This design comes from an exercise in tuning for small area on the open sky130 flow, not from production work. Only simulation tests tie the RTL to the original design; equivalence was not proved. Power and IR drop assume default switching activity.

==> run a <==
==> flow/design.v <==
`timescale 1ns / 1ps
module display_controller(
	input clk,
	input rst,
	output hSync, vSync,
	output reg [9:0] hCount,
	output reg [9:0] vCount,
	output [2:0] divclk,  
	output carry7         
	);
	reg [1:0] phase;  
	wire tick = ~phase[1] & ~phase[0];
	assign divclk = {hCount[0] ^ (phase[1] | phase[0]), phase};
	assign carry7 = phase[1] & phase[0] & ~(|hCount[4:0]);
	wire hEnd = hCount[9] & hCount[8] & (&hCount[4:0]);
	wire vEnd = vCount[9] & vCount[3] & vCount[2];
	reg [9:0] hn, vn;
	reg hc, vc;
	integer i;
	always @(*) begin
		hc = tick;
		vc = tick & hEnd;
		for (i = 0; i < 10; i = i + 1) begin
			hn[i] = hCount[i] ^ hc;
			hc = hCount[i] & hc;
			vn[i] = vCount[i] ^ vc;
			vc = vCount[i] & vc;
		end
	end
	always @(posedge clk) begin
		phase <= rst ? 2'd0 : {phase[1] ^ phase[0], ~phase[0]};
		hCount <= (rst | (tick & hEnd)) ? 10'd0 : hn;
		vCount <= (rst | (tick & hEnd & vEnd)) ? 10'd0 : vn;
	end
	assign hSync = ~(hCount[9] | hCount[8] | hCount[7] | (hCount[6] & hCount[5]));
	assign vSync = ~(|vCount[9:1]);
endmodule
`timescale 1ns / 1ps
module pong_vga_bitchange(
	input clk,
	input rst,
	input p1_button_u,
	input p1_button_d,
	input p2_button_u,
	input p2_button_d,
	input start_btn,
	input [2:0] divclk,
	input [9:0] hCount, vCount,
	output white,
	output reg [3:0] score1,
	output reg [3:0] score2
	);
	function ge(input [10:0] x, input [10:0] c);
		integer i;
		reg r;
		begin
			r = 1'b1;
			for (i = 0; i < 11; i = i + 1)
				r = c[i] ? (x[i] & r) : (x[i] | r);
			ge = r;
		end
	endfunction
	function [10:0] inc(input [10:0] x, input c);
		integer i;
		reg k;
		begin
			k = c;
			for (i = 0; i < 11; i = i + 1) begin
				inc[i] = x[i] ^ k;
				k = x[i] & k;
			end
		end
	endfunction
	function [10:0] add(input [10:0] a, input [10:0] b, input c);
		integer i;
		reg k;
		begin
			k = c;
			for (i = 0; i < 11; i = i + 1) begin
				add[i] = a[i] ^ b[i] ^ k;
				k = (a[i] & b[i]) | (k & (a[i] ^ b[i]));
			end
		end
	endfunction
	reg enable;
	reg [5:0] I, J;
	reg [6:0] K;
	reg [8:0] p1_top, p2_top;
	reg [9:0] nbx, nby;
	wire [9:0] xo = ~nbx;
	reg [1:0] trajectory_sign;  
	reg [1:0] ball_shift_y;     
	wire run = enable & ~rst;
	wire start = start_btn & ~enable;
	wire s1_ten = score1[3] & score1[1];
	wire s2_ten = score2[3] & score2[1];
	wire goal1 = enable & ~start_btn & ge(xo, 717) & ~ge(xo, 1019);
	wire goal2 = enable & ~start_btn & ~ge(xo, 201);
	wire clr = rst | (start & (s1_ten | s2_ten));
	wire [10:0] s1n = inc(score1, goal1);
	wire [10:0] s2n = inc(score2, goal2);
	always @(posedge clk) begin
		enable <= ~rst & (start | (enable & ~goal1 & ~goal2));
		score1 <= clr ? 4'd0 : s1n[3:0];
		score2 <= clr ? 4'd0 : s2n[3:0];
	end
	wire hq = ge(hCount, 144) & ~ge(hCount, 785);
	wire u1 = p1_button_u & hq & ge(p1_top, 34);
	wire d1 = ~u1 & p1_button_d & hq & ~ge(p1_top, 455);
	wire u2 = p2_button_u & hq & ge(p2_top, 34);
	wire d2 = ~u2 & p2_button_d & hq & ~ge(p2_top, 455);
	wire st1 = enable & (u1 | d1);
	wire st2 = enable & (u2 | d2);
	wire iw = I[5] & I[4] & I[1];  
	wire jw = J[5] & J[4] & J[1];  
	wire [10:0] In = inc(I, st1);
	wire [10:0] Jn = inc(J, st2);
	wire [10:0] t1n = add(p1_top, {11{u1 & iw}}, d1 & iw);
	wire [10:0] t2n = add(p2_top, {11{u2 & jw}}, d2 & jw);
	always @(posedge clk) begin
		I <= (rst | (st1 & iw)) ? 6'd0 : In[5:0];
		J <= (rst | (st2 & jw)) ? 6'd0 : Jn[5:0];
		p1_top <= run ? t1n[8:0] : 9'd245;
		p2_top <= run ? t2n[8:0] : 9'd245;
	end
	wire kw = K[6] & K[5] & K[2];  
	wire move = enable & kw;
	wire [10:0] Kn = inc(K, enable);
	wire xr = trajectory_sign[0], yu = trajectory_sign[1];
	wire sx2 = ball_shift_y[1];
	wire [10:0] ndx = move ? ~{{9{~xr}}, sx2 | ~xr, ~sx2} : 11'h7ff;
	wire [10:0] ndy = move ? (yu ? {9'd0, ball_shift_y} : {9'h1ff, ~ball_shift_y}) : 11'd0;
	wire [10:0] nbxs = add(nbx, ndx, 1'b1);
	wire [10:0] nbys = add(nby, ndy, move & ~yu);
	wire [9:0] bxo = ~nbxs[9:0];  
	wire [9:0] byo = ~nbys[9:0];  
	wire wall_lo = ge(byo, 506);
	wire wall_hi = ~ge(byo, 35);
	wire [8:0] pt = bxo[9] ? p2_top : p1_top;
	wire [10:0] c = add({2'b0, pt}, {1'b0, nbys[9:0]}, 1'b1);
	wire [9:0] cs = {~c[9], c[8:0]};  
	wire near = ge(cs, 512 - 54) & ~ge(cs, 512 + 5);   
	wire edg = ~ge(cs, 512 - 42);                      
	wire hit1 = ge(bxo, 200) & ~ge(bxo, 211) & near;   
	wire hit2 = ge(bxo, 707) & ~ge(bxo, 718) & near;   
	always @(posedge clk) begin
		K <= (rst | move) ? 7'd0 : Kn[6:0];
		nbx <= run ? nbxs[9:0] : ~10'd459;
		nby <= run ? nbys[9:0] : ~10'd270;
		if (rst) begin
			trajectory_sign <= 2'b00;
			ball_shift_y <= 2'd1;
		end else if (start) begin
			trajectory_sign <= divclk[1:0];
			ball_shift_y <= {divclk[2], ~divclk[2]};
		end else if (enable) begin
			if (hit1)
				trajectory_sign <= {trajectory_sign[1], 1'b1};
			else if (hit2)
				trajectory_sign <= {trajectory_sign[1], 1'b0};
			else if (wall_lo)
				trajectory_sign <= {1'b1, trajectory_sign[0]};
			else if (wall_hi)
				trajectory_sign <= {1'b0, trajectory_sign[0]};
			if ((hit1 | hit2) & edg)
				ball_shift_y <= 2'd3;
		end
	end
	wire [8:0] nqt = hCount[9] ? ~p2_top : ~p1_top;
	wire [10:0] f = add({1'b0, vCount}, {1'b0, 1'b1, nqt}, 1'b1);  
	wire pad = f[10] & ~ge(f[9:0], 61) &
		((ge(hCount, 200) & ~ge(hCount, 211)) | (ge(hCount, 717) & ~ge(hCount, 728)));
	wire [10:0] gx = add({1'b0, hCount}, {1'b0, nbx}, 1'b1);
	wire [10:0] gy = add({1'b0, vCount}, {1'b0, nby}, 1'b1);
	wire ball = gx[10] & ~ge(gx[9:0], 11) & gy[10] & ~ge(gy[9:0], 11);
	wire [3:0] s = hCount[9] ? score2 : score1;
	wire g1 = s[3] | s[1] | ~(s[2] ^ s[0]);                        
	wire g2 = s[3] | ~s[2] | ~(s[1] ^ s[0]);                       
	wire g3 = s[3] | s[2] | ~s[1] | s[0];                          
	wire g4 = s[2] ? (s[1] ^ s[0]) : (s[1] | ~s[0]);               
	wire g5 = ~s[0] & (~s[2] | s[1]);                              
	wire g6 = s[3] | (s[2] & ~(s[1] & s[0])) | ~(s[2] | s[1] | s[0]);  
	wire g7 = s[3] ? ~s[1] : ((s[2] | s[1]) & ~(s[2] & s[1] & s[0]));  
	wire z10 = s[3] & s[1];                                        
	wire v1  = ge(vCount, 44) & ~ge(vCount, 50);
	wire v26 = ge(vCount, 50) & ~ge(vCount, 65);
	wire v35 = ge(vCount, 65) & ~ge(vCount, 80);
	wire v4  = ge(vCount, 80) & ~ge(vCount, 85);
	wire v7  = ge(vCount, 63) & ~ge(vCount, 68);
	wire vo  = ge(vCount, 44) & ~ge(vCount, 85);
	wire hl = (ge(hCount, 337) & ~ge(hCount, 343)) | (ge(hCount, 570) & ~ge(hCount, 576));
	wire hr = (ge(hCount, 352) & ~ge(hCount, 358)) | (ge(hCount, 585) & ~ge(hCount, 591));
	wire ha = (ge(hCount, 337) & ~ge(hCount, 358)) | (ge(hCount, 570) & ~ge(hCount, 591));
	wire ho = (ge(hCount, 317) & ~ge(hCount, 323)) | (ge(hCount, 550) & ~ge(hCount, 556));
	wire dig = (ha & ((g1 & v1) | (g4 & v4) | (g7 & v7))) |
		(hr & ((g2 & v26) | (g3 & v35))) |
		(hl & ((g6 & v26) | (g5 & v35))) |
		(ho & z10 & vo);
	assign white = pad | ball | dig;
endmodule
`timescale 1ns / 1ps
module counter(
	input clk,
	input rst,
	input cin,                   
	input [3:0] displayNumber1,  
	input [3:0] displayNumber2,  
	output [7:0] anode,
	output [6:0] ssdOut
	);
	reg [20:7] refresh;
	reg [20:7] nxt;
	reg c;
	integer i;
	always @(*) begin
		c = cin;
		for (i = 7; i < 21; i = i + 1) begin
			nxt[i] = refresh[i] ^ c;
			c = refresh[i] & c;
		end
	end
	always @(posedge clk)
		refresh <= rst ? 14'd0 : nxt;
	wire [2:0] sel = refresh[20:18];
	wire [3:0] num = sel[2] ? displayNumber2 : displayNumber1;
	wire ten = num[3] & num[1];
	wire [3:0] digit = (sel[1:0] == 2'd2) ? {3'd0, ten} :
		((sel[1:0] == 2'd3) & ~ten) ? num : 4'd0;
	assign anode = ~(8'b10000000 >> sel);
	wire d0 = digit == 4'd0, d1 = digit == 4'd1, d2 = digit == 4'd2, d3 = digit == 4'd3,
		d4 = digit == 4'd4, d5 = digit == 4'd5, d6 = digit == 4'd6, d7 = digit == 4'd7,
		d8 = digit == 4'd8, d9 = digit == 4'd9;
	assign ssdOut[6] = d1 | d4;                  
	assign ssdOut[5] = d5 | d6;                  
	assign ssdOut[4] = d2;                       
	assign ssdOut[3] = d1 | d4 | d7;             
	assign ssdOut[2] = d1 | d3 | d4 | d5 | d7 | d9;  
	assign ssdOut[1] = d1 | d2 | d3 | d7;        
	assign ssdOut[0] = d0 | d1 | d7;             
endmodule
`timescale 1ns / 1ps
module pong_vga_top(
	input ClkPort,
	input rst,  
	input BtnC,
	input BtnU,
	input BtnD,
	input BtnL,
	input BtnR,
	output hSync, vSync,
	output [3:0] vgaR, vgaG, vgaB,
	output An0, An1, An2, An3, An4, An5, An6, An7,
	output Ca, Cb, Cc, Cd, Ce, Cf, Cg, Dp,
	output MemOE, MemWR, RamCS, QuadSpiFlashCS
	);
	wire [9:0] hc, vc;
	wire [3:0] score1, score2;
	wire [6:0] ssdOut;
	wire [7:0] anode;
	wire [2:0] divclk;  
	wire carry7;        
	wire white;
	display_controller dc(.clk(ClkPort), .rst(rst), .hSync(hSync), .vSync(vSync),
		.hCount(hc), .vCount(vc), .divclk(divclk), .carry7(carry7));
	counter cnt(.clk(ClkPort), .rst(rst), .cin(carry7), .displayNumber1(score1), .displayNumber2(score2),
		.anode(anode), .ssdOut(ssdOut));
	pong_vga_bitchange vbc(.clk(ClkPort), .rst(rst), .start_btn(BtnC), .divclk(divclk),
		.p1_button_u(BtnL), .p1_button_d(BtnD), .p2_button_u(BtnU), .p2_button_d(BtnR),
		.hCount(hc), .vCount(vc), .white(white), .score1(score1), .score2(score2));
	assign Dp = 1;
	assign {Ca, Cb, Cc, Cd, Ce, Cf, Cg} = ssdOut;
	assign {An7, An6, An5, An4, An3, An2, An1, An0} = anode;
	assign vgaR = {4{white}};
	assign vgaG = {4{white}};
	assign vgaB = {4{white}};
	assign {MemOE, MemWR, RamCS, QuadSpiFlashCS} = 4'b1111;
endmodule
==> flow/flow/run.sh <==
#!/bin/bash
# Own layout flow: the standard flow (standard.sh) with these changes in how
# the layout is made:
#  - ABC maps the logic with an area-oriented script (abc.script here) instead
#    of ORFS's speed script, whose buffering and upsizing aim at delay;
#  - Yosys's synth runs without its early "abc -fast", so the full adders
#    are extracted from the written-out carry chains without inverters;
#  - the port buffers that global placement adds are sky130_fd_sc_hd__buf_1.
# Everything else (synthesis passes, floorplan, power grid, taps, CTS, routing)
# is the standard flow. Each tool's output goes to a log in this folder.
set -euo pipefail
here=$(pwd)
rm -rf "$here/scripts_mod"
cp -r "$FLOW_HOME/scripts" "$here/scripts_mod"
cp "$here/flow/abc.script" "$here/scripts_mod/abc_area.script"
export SCRIPTS_DIR="$here/scripts_mod"
export ABC_AREA=1
export SYNTH_ARGS=-noabc
export CTS_ARGS="-sink_clustering_enable -repair_clock_nets -buf_list {sky130_fd_sc_hd__clkbuf_4 sky130_fd_sc_hd__clkbuf_8} -dont_use_dummy_load"
export BUFFER_PORTS_ARGS="-buffer_cell sky130_fd_sc_hd__buf_1"
bash standard.sh > "$here/standard_flow.log" 2>&1
==> flow/flow/abc.script <==
strash
dch
map -a
&get -n
&st
&dch
&nf -R 1000
&put
topo
dnsize -c
==> flow/standard.sh <==
#!/bin/bash
# synth_recipe.tcl (not shown) runs the flow's synth.tcl, then flattens the netlist and writes it again
# the make line also repeats each setting of config.mk as NAME=value (left out here)
make -C /OpenROAD-flow-scripts/flow DESIGN_CONFIG=/design/flow/config.mk WORK_HOME=/design/flow/orfs CLKGATE_MAP_FILE= SYNTH_SCRIPT=/design/flow/synth_recipe.tcl "${@:-finish}"
==> flow/config.mk <==
export PLATFORM = sky130hd
export DESIGN_NAME = pong_vga_top
export DESIGN_NICKNAME = pong_vga_top
export VERILOG_FILES = /design/flow/design.v
export SDC_FILE = /design/flow/constraint.sdc
export NUM_CORES = 4
export LEC_CHECK = 0
export CAP_MARGIN = 20
export CORE_MARGIN = 2
export CORE_UTILIZATION = 40
export CTS_BUF_LIST = sky130_fd_sc_hd__clkbuf_2 sky130_fd_sc_hd__clkbuf_4 sky130_fd_sc_hd__clkbuf_8
export SLEW_MARGIN = 20
==> flow/constraint.sdc <==
create_clock -name core_clock -period 120.0 [get_ports {ClkPort}]
set_input_delay 24.0000 -clock core_clock [delete_from_list [all_inputs] [get_ports {ClkPort}]]
set_output_delay 24.0000 -clock core_clock [all_outputs]
set_load 0.01 [all_outputs]
==> run b: changes against run a <==
--- a/flow/design.v
+++ b/flow/design.v
@@ -87,5 +87,6 @@
 	reg [6:0] K;
-	reg [8:0] p1_top, p2_top;
-	reg [9:0] nbx, nby;
-	wire [9:0] xo = ~nbx;
+	reg [8:0] p1_paddle_mid, p2_paddle_mid;
+	reg [9:0] nbx, nby;   
+	wire [9:0] ball_mid_x = ~nbx;
+	wire [9:0] ball_mid_y = ~nby;
 	reg [1:0] trajectory_sign;  
@@ -96,4 +97,4 @@
 	wire s2_ten = score2[3] & score2[1];
-	wire goal1 = enable & ~start_btn & ge(xo, 717) & ~ge(xo, 1019);
-	wire goal2 = enable & ~start_btn & ~ge(xo, 201);
+	wire goal1 = enable & ~start_btn & ge(ball_mid_x, 722);
+	wire goal2 = enable & ~start_btn & ge(ball_mid_x, 5) & ~ge(ball_mid_x, 206);
 	wire clr = rst | (start & (s1_ten | s2_ten));
@@ -107,6 +108,6 @@
 	wire hq = ge(hCount, 144) & ~ge(hCount, 785);
-	wire u1 = p1_button_u & hq & ge(p1_top, 34);
-	wire d1 = ~u1 & p1_button_d & hq & ~ge(p1_top, 455);
-	wire u2 = p2_button_u & hq & ge(p2_top, 34);
-	wire d2 = ~u2 & p2_button_d & hq & ~ge(p2_top, 455);
+	wire u1 = p1_button_u & hq & ge(p1_paddle_mid, 64);
+	wire d1 = ~u1 & p1_button_d & hq & ~ge(p1_paddle_mid, 485);
+	wire u2 = p2_button_u & hq & ge(p2_paddle_mid, 64);
+	wire d2 = ~u2 & p2_button_d & hq & ~ge(p2_paddle_mid, 485);
 	wire st1 = enable & (u1 | d1);
@@ -117,4 +118,4 @@
 	wire [10:0] Jn = inc(J, st2);
-	wire [10:0] t1n = add(p1_top, {11{u1 & iw}}, d1 & iw);
-	wire [10:0] t2n = add(p2_top, {11{u2 & jw}}, d2 & jw);
+	wire [10:0] m1n = add(p1_paddle_mid, {11{u1 & iw}}, d1 & iw);
+	wire [10:0] m2n = add(p2_paddle_mid, {11{u2 & jw}}, d2 & jw);
 	always @(posedge clk) begin
@@ -122,4 +123,4 @@
 		J <= (rst | (st2 & jw)) ? 6'd0 : Jn[5:0];
-		p1_top <= run ? t1n[8:0] : 9'd245;
-		p2_top <= run ? t2n[8:0] : 9'd245;
+		p1_paddle_mid <= run ? m1n[8:0] : 9'd275;
+		p2_paddle_mid <= run ? m2n[8:0] : 9'd275;
 	end
@@ -134,17 +135,17 @@
 	wire [10:0] nbys = add(nby, ndy, move & ~yu);
-	wire [9:0] bxo = ~nbxs[9:0];  
-	wire [9:0] byo = ~nbys[9:0];  
-	wire wall_lo = ge(byo, 506);
-	wire wall_hi = ~ge(byo, 35);
-	wire [8:0] pt = bxo[9] ? p2_top : p1_top;
-	wire [10:0] c = add({2'b0, pt}, {1'b0, nbys[9:0]}, 1'b1);
-	wire [9:0] cs = {~c[9], c[8:0]};  
-	wire near = ge(cs, 512 - 54) & ~ge(cs, 512 + 5);   
-	wire edg = ~ge(cs, 512 - 42);                      
-	wire hit1 = ge(bxo, 200) & ~ge(bxo, 211) & near;   
-	wire hit2 = ge(bxo, 707) & ~ge(bxo, 718) & near;   
+	wire [9:0] bx = ~nbxs[9:0];
+	wire [9:0] by = ~nbys[9:0];
+	wire wall_lo = ge(by, 511);
+	wire wall_hi = ge(by, 5) & ~ge(by, 40);
+	wire [8:0] pm = bx[9] ? p2_paddle_mid : p1_paddle_mid;
+	wire [10:0] e = add({2'b0, pm}, {1'b1, nbys[9:0]}, 1'b1);  
+	wire [10:0] es = {~e[10], e[9:0]};                         
+	wire near = ge(es, 1024 - 29) & ~ge(es, 1024 + 30);
+	wire edg = ~ge(es, 1024 - 17);
+	wire hit1 = ge(bx, 205) & ~ge(bx, 216) & near;
+	wire hit2 = ge(bx, 712) & ~ge(bx, 723) & near;
 	always @(posedge clk) begin
 		K <= (rst | move) ? 7'd0 : Kn[6:0];
-		nbx <= run ? nbxs[9:0] : ~10'd459;
-		nby <= run ? nbys[9:0] : ~10'd270;
+		nbx <= run ? nbxs[9:0] : ~10'd464;
+		nby <= run ? nbys[9:0] : ~10'd275;
 		if (rst) begin
@@ -168,18 +169,24 @@
 	end
-	wire [8:0] nqt = hCount[9] ? ~p2_top : ~p1_top;
-	wire [10:0] f = add({1'b0, vCount}, {1'b0, 1'b1, nqt}, 1'b1);  
-	wire pad = f[10] & ~ge(f[9:0], 61) &
+	wire [8:0] nqm = hCount[9] ? ~p2_paddle_mid : ~p1_paddle_mid;
+	wire [10:0] f = add({1'b0, vCount}, {2'b11, nqm}, 1'b1);
+	wire [10:0] fs = {~f[10], f[9:0]};
+	wire pad = (ge(fs, 1024 - 30) & ~ge(fs, 1024 + 31)) &
 		((ge(hCount, 200) & ~ge(hCount, 211)) | (ge(hCount, 717) & ~ge(hCount, 728)));
-	wire [10:0] gx = add({1'b0, hCount}, {1'b0, nbx}, 1'b1);
-	wire [10:0] gy = add({1'b0, vCount}, {1'b0, nby}, 1'b1);
-	wire ball = gx[10] & ~ge(gx[9:0], 11) & gy[10] & ~ge(gy[9:0], 11);
+	wire [10:0] gx = add({1'b0, hCount}, {1'b1, nbx}, 1'b1);
+	wire [10:0] gy = add({1'b0, vCount}, {1'b1, nby}, 1'b1);
+	wire [10:0] gxs = {~gx[10], gx[9:0]};
+	wire [10:0] gys = {~gy[10], gy[9:0]};
+	wire ball = ge(ball_mid_x, 5) & ge(ball_mid_y, 5) &
+		ge(gxs, 1024 - 5) & ~ge(gxs, 1024 + 6) & ge(gys, 1024 - 5) & ~ge(gys, 1024 + 6);
 	wire [3:0] s = hCount[9] ? score2 : score1;
-	wire g1 = s[3] | s[1] | ~(s[2] ^ s[0]);                        
-	wire g2 = s[3] | ~s[2] | ~(s[1] ^ s[0]);                       
-	wire g3 = s[3] | s[2] | ~s[1] | s[0];                          
-	wire g4 = s[2] ? (s[1] ^ s[0]) : (s[1] | ~s[0]);               
-	wire g5 = ~s[0] & (~s[2] | s[1]);                              
-	wire g6 = s[3] | (s[2] & ~(s[1] & s[0])) | ~(s[2] | s[1] | s[0]);  
-	wire g7 = s[3] ? ~s[1] : ((s[2] | s[1]) & ~(s[2] & s[1] & s[0]));  
-	wire z10 = s[3] & s[1];                                        
+	wire z0 = s == 4'd0, z1 = s == 4'd1, z2 = s == 4'd2, z3 = s == 4'd3, z4 = s == 4'd4,
+		z5 = s == 4'd5, z6 = s == 4'd6, z7 = s == 4'd7, z8 = s == 4'd8, z9 = s == 4'd9,
+		z10 = s == 4'd10;
+	wire g1 = z0 | z2 | z3 | z5 | z6 | z7 | z8 | z9 | z10;
+	wire g2 = z0 | z1 | z2 | z3 | z4 | z7 | z8 | z9 | z10;
+	wire g3 = z0 | z1 | z3 | z4 | z5 | z6 | z7 | z8 | z9 | z10;
+	wire g4 = z0 | z2 | z3 | z5 | z6 | z8 | z10;
+	wire g5 = z0 | z2 | z6 | z8 | z10;
+	wire g6 = z0 | z4 | z5 | z6 | z8 | z9 | z10;
+	wire g7 = z2 | z3 | z4 | z5 | z6 | z8 | z9;
 	wire v1  = ge(vCount, 44) & ~ge(vCount, 50);
==> flow/run.sh (new file) <==
#!/bin/bash
# synth_recipe.tcl (not shown) runs the flow's synth.tcl, then flattens the netlist and writes it again
# the make line also repeats each setting of config.mk as NAME=value (left out here)
make -C /OpenROAD-flow-scripts/flow DESIGN_CONFIG=/design/flow/config.mk WORK_HOME=/design/flow/orfs CLKGATE_MAP_FILE= SYNTH_SCRIPT=/design/flow/synth_recipe.tcl finish
--- a/flow/config.mk
+++ b/flow/config.mk
@@ -9,4 +9,5 @@
 export CORE_MARGIN = 2
-export CORE_UTILIZATION = 40
-export CTS_BUF_LIST = sky130_fd_sc_hd__clkbuf_2 sky130_fd_sc_hd__clkbuf_4 sky130_fd_sc_hd__clkbuf_8
+export CORE_UTILIZATION = 75
+export CTS_BUF_LIST = sky130_fd_sc_hd__clkbuf_8
+export PLACE_DENSITY = 0.85
 export SLEW_MARGIN = 20
removed: flow/flow/run.sh
removed: flow/flow/abc.script
removed: flow/standard.sh
==> run c: changes against run a <==
--- a/flow/design.v
+++ b/flow/design.v
@@ -176,10 +176,12 @@
 	wire [3:0] s = hCount[9] ? score2 : score1;
-	wire g1 = s[3] | s[1] | ~(s[2] ^ s[0]);                        
-	wire g2 = s[3] | ~s[2] | ~(s[1] ^ s[0]);                       
-	wire g3 = s[3] | s[2] | ~s[1] | s[0];                          
-	wire g4 = s[2] ? (s[1] ^ s[0]) : (s[1] | ~s[0]);               
-	wire g5 = ~s[0] & (~s[2] | s[1]);                              
-	wire g6 = s[3] | (s[2] & ~(s[1] & s[0])) | ~(s[2] | s[1] | s[0]);  
-	wire g7 = s[3] ? ~s[1] : ((s[2] | s[1]) & ~(s[2] & s[1] & s[0]));  
-	wire z10 = s[3] & s[1];                                        
+	wire z0 = s == 4'd0, z1 = s == 4'd1, z2 = s == 4'd2, z3 = s == 4'd3, z4 = s == 4'd4,
+		z5 = s == 4'd5, z6 = s == 4'd6, z7 = s == 4'd7, z8 = s == 4'd8, z9 = s == 4'd9,
+		z10 = s == 4'd10;
+	wire g1 = z0 | z2 | z3 | z5 | z6 | z7 | z8 | z9 | z10;
+	wire g2 = z0 | z1 | z2 | z3 | z4 | z7 | z8 | z9 | z10;
+	wire g3 = z0 | z1 | z3 | z4 | z5 | z6 | z7 | z8 | z9 | z10;
+	wire g4 = z0 | z2 | z3 | z5 | z6 | z8 | z10;
+	wire g5 = z0 | z2 | z6 | z8 | z10;
+	wire g6 = z0 | z4 | z5 | z6 | z8 | z9 | z10;
+	wire g7 = z2 | z3 | z4 | z5 | z6 | z8 | z9;
 	wire v1  = ge(vCount, 44) & ~ge(vCount, 50);
--- a/flow/config.mk
+++ b/flow/config.mk
@@ -9,4 +9,3 @@
 export CORE_MARGIN = 2
-export CORE_UTILIZATION = 40
-export CTS_BUF_LIST = sky130_fd_sc_hd__clkbuf_2 sky130_fd_sc_hd__clkbuf_4 sky130_fd_sc_hd__clkbuf_8
+export CORE_UTILIZATION = 70
 export SLEW_MARGIN = 20
==> run d: changes against run a <==
--- a/flow/design.v
+++ b/flow/design.v
@@ -176,10 +176,12 @@
 	wire [3:0] s = hCount[9] ? score2 : score1;
-	wire g1 = s[3] | s[1] | ~(s[2] ^ s[0]);                        
-	wire g2 = s[3] | ~s[2] | ~(s[1] ^ s[0]);                       
-	wire g3 = s[3] | s[2] | ~s[1] | s[0];                          
-	wire g4 = s[2] ? (s[1] ^ s[0]) : (s[1] | ~s[0]);               
-	wire g5 = ~s[0] & (~s[2] | s[1]);                              
-	wire g6 = s[3] | (s[2] & ~(s[1] & s[0])) | ~(s[2] | s[1] | s[0]);  
-	wire g7 = s[3] ? ~s[1] : ((s[2] | s[1]) & ~(s[2] & s[1] & s[0]));  
-	wire z10 = s[3] & s[1];                                        
+	wire z0 = s == 4'd0, z1 = s == 4'd1, z2 = s == 4'd2, z3 = s == 4'd3, z4 = s == 4'd4,
+		z5 = s == 4'd5, z6 = s == 4'd6, z7 = s == 4'd7, z8 = s == 4'd8, z9 = s == 4'd9,
+		z10 = s == 4'd10;
+	wire g1 = z0 | z2 | z3 | z5 | z6 | z7 | z8 | z9 | z10;
+	wire g2 = z0 | z1 | z2 | z3 | z4 | z7 | z8 | z9 | z10;
+	wire g3 = z0 | z1 | z3 | z4 | z5 | z6 | z7 | z8 | z9 | z10;
+	wire g4 = z0 | z2 | z3 | z5 | z6 | z8 | z10;
+	wire g5 = z0 | z2 | z6 | z8 | z10;
+	wire g6 = z0 | z4 | z5 | z6 | z8 | z9 | z10;
+	wire g7 = z2 | z3 | z4 | z5 | z6 | z8 | z9;
 	wire v1  = ge(vCount, 44) & ~ge(vCount, 50);
==> run summary <==
Tmin final 31.06 ns; switch share 25.95%; Int Power 0.04452 mW; Slew HR 44.37%; share of cells above drive strength 1 6.508%; fillcell total 601; Worst-path clk slew 0.11 ns; Hold WS 0.4812 ns; Synth Area in Simple Gates 20.48%; synthesized instance count 776; register area share after synthesis 28.45%; status complete, no violations; CP startpoint dc.hCount[0]; GRT met2 Usage 56.39%; Mean Syn Cell Area 9.613 sq um
The numbers above come from run b.

==> run summary <==
status complete, no violations; Int Power 0.04325 mW; Hold WS 0.4899 ns; Mean Syn Cell Area 10.19 sq um; Synth Area in Simple Gates 20.60%; Slew HR 43.22%; register area share after synthesis 30.72%; Worst-path clk slew 0.10 ns
The numbers above come from run a.

==> run summary <==
status complete, no violations; fillcell total 1680; Synth Area in Simple Gates 20.21%; GRT met2 Usage 29.32%; Worst-path clk slew 0.09 ns; CP startpoint dc.vCount[0]; switch share 24.16%; synthesized instance count 685
The numbers above come from run d.

==> run summary <==
status complete, no violations; synthesized instance count 685; GRT met2 Usage 52.46%; Synth Area in Simple Gates 20.21%; Mean Syn Cell Area 10.13 sq um; Int Power 0.04347 mW; Tmin final 30.19 ns
The numbers above come from run c.

## static timing again, ports no longer ideal
The flow's constraints put no driver on any port. The routed layouts listed below were extracted and timed again, unchanged, in two steps. Step 1: set_driving_cell puts a clkbuf_16 on ClkPort and a buf_2 on each other input, an assumption about the parent block. Step 2 also shifts input and output timing later by t, the mid clock arrival at the registers, as if the neighbouring blocks saw the same clock. Three values: ideal, step 1, step 2; two values: the first two.
run | t, ns | setup WS [ns] | worst hold slack (ns) | slew at the worst register clock pin (ns)
run a | 0.405 | 89.596 / 89.560 / 89.966 | 0.490 / 0.490 / 0.490 | 0.10 / 0.10
run b | 0.415 | 88.944 / 88.907 / 89.322 | 0.481 / 0.481 / 0.481 | 0.11 / 0.11
run c | 0.395 | 89.809 / 89.775 / 90.170 | 0.472 / 0.472 / 0.472 | 0.10 / 0.10
run d | 0.411 | 89.947 / 89.912 / 90.324 | 0.478 / 0.478 / 0.478 | 0.11 / 0.11
After both steps every run listed still meets setup and hold.
